This is an optimization exercise on Yosys and OpenROAD, whose aim is small area, a short achievable clock period and few clock cycles, not a production implementation. Function was checked by simulation only, so behaviour that the tests miss may differ from the original. No driver is modelled on the clock port, so clock power and skew are understated where the tree is cut down; a real chip needs a root buffer or a tree. No activity file was given, so power comes from the tool's default toggle rates.

==> flow/design.v (excerpt) <==
module lcd_ctrl(clk, reset, datain, cmd, cmd_valid, dataout, output_valid, busy);
Size in the first run: about 530 cells after synthesis, ~320 flip-flops, about 0.0082 sq mm of cells after synthesis.
clock: 5.5 ns
lec_check: 0
abc_clock_period_in_ps: 2000
cap_margin: 20
core_margin: 2
core_utilization: 40
setup_slack_margin: 3.6
slew_margin: 20
standard.sh (not shown) runs the stock make flow with config.mk's settings and CLKGATE_MAP_FILE= SYNTH_SCRIPT=/design/flow/synth_recipe.tcl, a recipe that flattens the netlist after the stock synthesis.
==> flow/flow/run.sh <==
#!/bin/bash
set -euo pipefail
export CTS_ARGS="-sink_clustering_enable -repair_clock_nets -dont_use_dummy_load -buf_list sky130_fd_sc_hd__clkbuf_8 -sink_clustering_size 16 -sink_clustering_max_diameter 200 -sink_buffer_max_cap_derate 0.12"
export BUFFER_PORTS_ARGS="-buffer_cell sky130_fd_sc_hd__buf_2"
export POST_CTS_TCL="$(pwd)/flow/post_cts.tcl"
bash standard.sh > standard.log 2>&1
==> flow/flow/post_cts.tcl <==
set block [ord::get_db_block]
set clknet [[$block findBTerm clk] getNet]
set roots {}
foreach it [$clknet getITerms] { lappend roots [$it getInst] }
if {[llength $roots] == 1} {
  set root [lindex $roots 0]
  set onet [[$root findITerm X] getNet]
  set loads {}
  foreach it [$onet getITerms] {
    if {[$it getInst] != $root} { lappend loads $it }
  }
  if {[llength $loads] <= 4} {
    puts "post_cts: removing clock root buffer [$root getName], [llength $loads] loads move to the clock port"
    foreach it $loads { $it disconnect; $it connect $clknet }
    odb::dbInst_destroy $root
    odb::dbNet_destroy $onet
    set mids {}
    foreach it [$clknet getITerms] { lappend mids [$it getInst] }
    set n [llength $mids]
    foreach mid $mids {
      if {$n >= 4} break
      set mnet [[$mid findITerm X] getNet]
      set sinks {}
      foreach it [$mnet getITerms] {
        if {[$it getInst] != $mid} {
          set bb [[$it getInst] getBBox]
          lappend sinks [list [expr {[$bb xMin] + [$bb yMin] * 0}] $it]
        }
      }
      if {[llength $sinks] < 4} continue
      # order the loads by x, and give the half farther from the buffer to a copy
      set sinks [lsort -integer -index 0 $sinks]
      set half [expr {[llength $sinks] / 2}]
      set lo [lrange $sinks 0 [expr {$half - 1}]]
      set hi [lrange $sinks $half end]
      set name "[$mid getName]_b"
      set new [odb::dbInst_create $block [$mid getMaster] $name]
      set nnet [odb::dbNet_create $block "${name}_net"]
      $nnet setSigType CLOCK
      # place the copy at the centre of its loads
      set sx 0; set sy 0
      foreach s $hi { set bb [[[lindex $s 1] getInst] getBBox]; incr sx [$bb xMin]; incr sy [$bb yMin] }
      $new setLocation [expr {$sx / [llength $hi]}] [expr {$sy / [llength $hi]}]
      $new setPlacementStatus PLACED
      [$new findITerm A] connect $clknet
      [$new findITerm X] connect $nnet
      foreach s $hi { set it [lindex $s 1]; $it disconnect; $it connect $nnet }
      # move the original to the centre of the loads it keeps
      set sx 0; set sy 0
      foreach s $lo { set bb [[[lindex $s 1] getInst] getBBox]; incr sx [$bb xMin]; incr sy [$bb yMin] }
      $mid setLocation [expr {$sx / [llength $lo]}] [expr {$sy / [llength $lo]}]
      incr n
      puts "post_cts: split [$mid getName]: [llength $lo] + [llength $hi] loads"
    }
    detailed_placement
    estimate_parasitics -placement
    repair_timing_helper
    detailed_placement
    check_placement -verbose
  }
}
The first run passed the timing, DRC and antenna checks.
Testbench counts at the start, summed over its fixed seeds: cycles 12,034.
Next try:
--- a/flow/config.mk
+++ b/flow/config.mk
@@ -7,0 +8 @@
+export ABC_AREA = 1
@@ -11,2 +12,2 @@
-export CORE_UTILIZATION = 40
-export SETUP_SLACK_MARGIN = 3.6
+export CORE_UTILIZATION = 50
+export SETUP_SLACK_MARGIN = 3.7
=> Sequential power came out lower by about 3%; power came out higher by 1.6%; final area came out higher by 0.33%; final cell count came out higher by 17%; worst setup slack improved by 0.056 ns.
Next try:
--- a/flow/config.mk
+++ b/flow/config.mk
@@ -12,2 +12,2 @@
-export CORE_UTILIZATION = 50
-export SETUP_SLACK_MARGIN = 3.7
+export CORE_UTILIZATION = 40
+export SETUP_SLACK_MARGIN = 3.6
After rerunning:
- global-route usage came out lower by 3.7 points
- setup slack gains 0.0048 ns
- final area shrinks by 0.99%
- final cell count is higher by 5.1%
Next try:
==> flow/flow/run.sh (replaced) <==
#!/bin/bash
set -euo pipefail
export CTS_ARGS="-sink_clustering_enable -repair_clock_nets -dont_use_dummy_load -buf_list sky130_fd_sc_hd__clkbuf_16 -sink_clustering_size 26 -sink_clustering_max_diameter 200 -sink_buffer_max_cap_derate 0.12"
export BUFFER_PORTS_ARGS="-buffer_cell sky130_fd_sc_hd__buf_2"
export POST_CTS_TCL="$(pwd)/flow/post_cts.tcl"
bash standard.sh > standard.log 2>&1
Result: The new run completed without violations; wire length is lower by 1.1%; synthesized area stays the same; power is higher by 4.1%; hold slack degrades by 0.055 ns; setup slack improves by 0.021 ns; final cell count is lower by 0.58%; via count is lower by 1.3%; global-route usage is lower by 0.35 points.
Next try:
==> flow/flow/run.sh (replaced) <==
#!/bin/bash
set -euo pipefail
export CTS_ARGS="-sink_clustering_enable -repair_clock_nets -dont_use_dummy_load -buf_list sky130_fd_sc_hd__clkbuf_8 -sink_clustering_size 16 -sink_clustering_max_diameter 200 -sink_buffer_max_cap_derate 0.12"
export BUFFER_PORTS_ARGS="-buffer_cell sky130_fd_sc_hd__buf_2"
export POST_CTS_TCL="$(pwd)/flow/post_cts.tcl"
bash standard.sh > standard.log 2>&1
--- a/flow/flow/post_cts.tcl
+++ b/flow/flow/post_cts.tcl
@@ -54,0 +55,6 @@
+    # the port's loads: strong clock buffers
+    set big [[ord::get_db] findMaster sky130_fd_sc_hd__clkbuf_16]
+    foreach it [$clknet getITerms] {
+      set inst [$it getInst]
+      if {[[$inst getMaster] getName] != "sky130_fd_sc_hd__clkbuf_16"} { $inst swapMaster $big }
+    }
--- a/flow/config.mk
+++ b/flow/config.mk
@@ -12 +12 @@
-export CORE_UTILIZATION = 40
+export CORE_UTILIZATION = 50
What happened:
- fmax falls slightly
- clock skew falls by 0.023 ns
- worst setup slack got worse by 0.0076 ns
- design area falls slightly
- synthesized area stays the same
- first-iteration DRC count rises by about a fifth
Next try:
--- a/flow/flow/post_cts.tcl
+++ b/flow/flow/post_cts.tcl
@@ -55,6 +54,0 @@
-    # the port's loads: strong clock buffers
-    set big [[ord::get_db] findMaster sky130_fd_sc_hd__clkbuf_16]
-    foreach it [$clknet getITerms] {
-      set inst [$it getInst]
-      if {[[$inst getMaster] getName] != "sky130_fd_sc_hd__clkbuf_16"} { $inst swapMaster $big }
-    }
The new run completed with no timing, DRC or antenna violations.
Sequential share of layout area grows by 0.38 points.
Cell area shrinks slightly.
Final cell count does not change.
Wire length barely changes.
Register-to-register slack stays flat.
Setup slack loses 0.014 ns.
Via count stays flat.

port drivers added, routing unchanged:
The results above use ideal ports. As a check the final layouts listed here were re-extracted and re-timed, cells and wires unchanged.
Step 1 sets driving cells, clkbuf_16 on the clock port and buf_2 on the other inputs (assumed; they add their load-dependent delay and slew).
Step 2 moves the port delays by t, midway between the first and last clock arrival at a register: inputs arrive t later, outputs are due t later. That takes back most of the time a late clock gives input paths.
a / b / c = ideal / step 1 / step 2; a / b = the first two.
| run | t, ns | setup slack, ns | worst setup path at the end | pins driven straight from the clock port |
|---|---|---|---|---|
| the first run | 0.386 | 3.562 / 3.532 / 3.197 | input to register | 4 |
| the second run | 0.393 | 3.619 / 3.546 / 3.347 | input to register | 4 |
| the third run | 0.397 | 3.624 / 3.551 / 3.313 | input to register | 4 |
| the fourth run | 0.363 | 3.644 / 3.567 / 3.344 | input to register | 4 |
| the fifth run | 0.384 | 3.637 / 3.553 / 3.326 | input to register | 4 |
| the sixth run | 0.385 | 3.623 / 3.558 / 3.296 | input to register | 4 |
After both steps setup and hold are still met in every run listed. The setup slack of the first run, which loses most, moves by -0.030 ns with the drivers and by -0.365 ns with both steps.
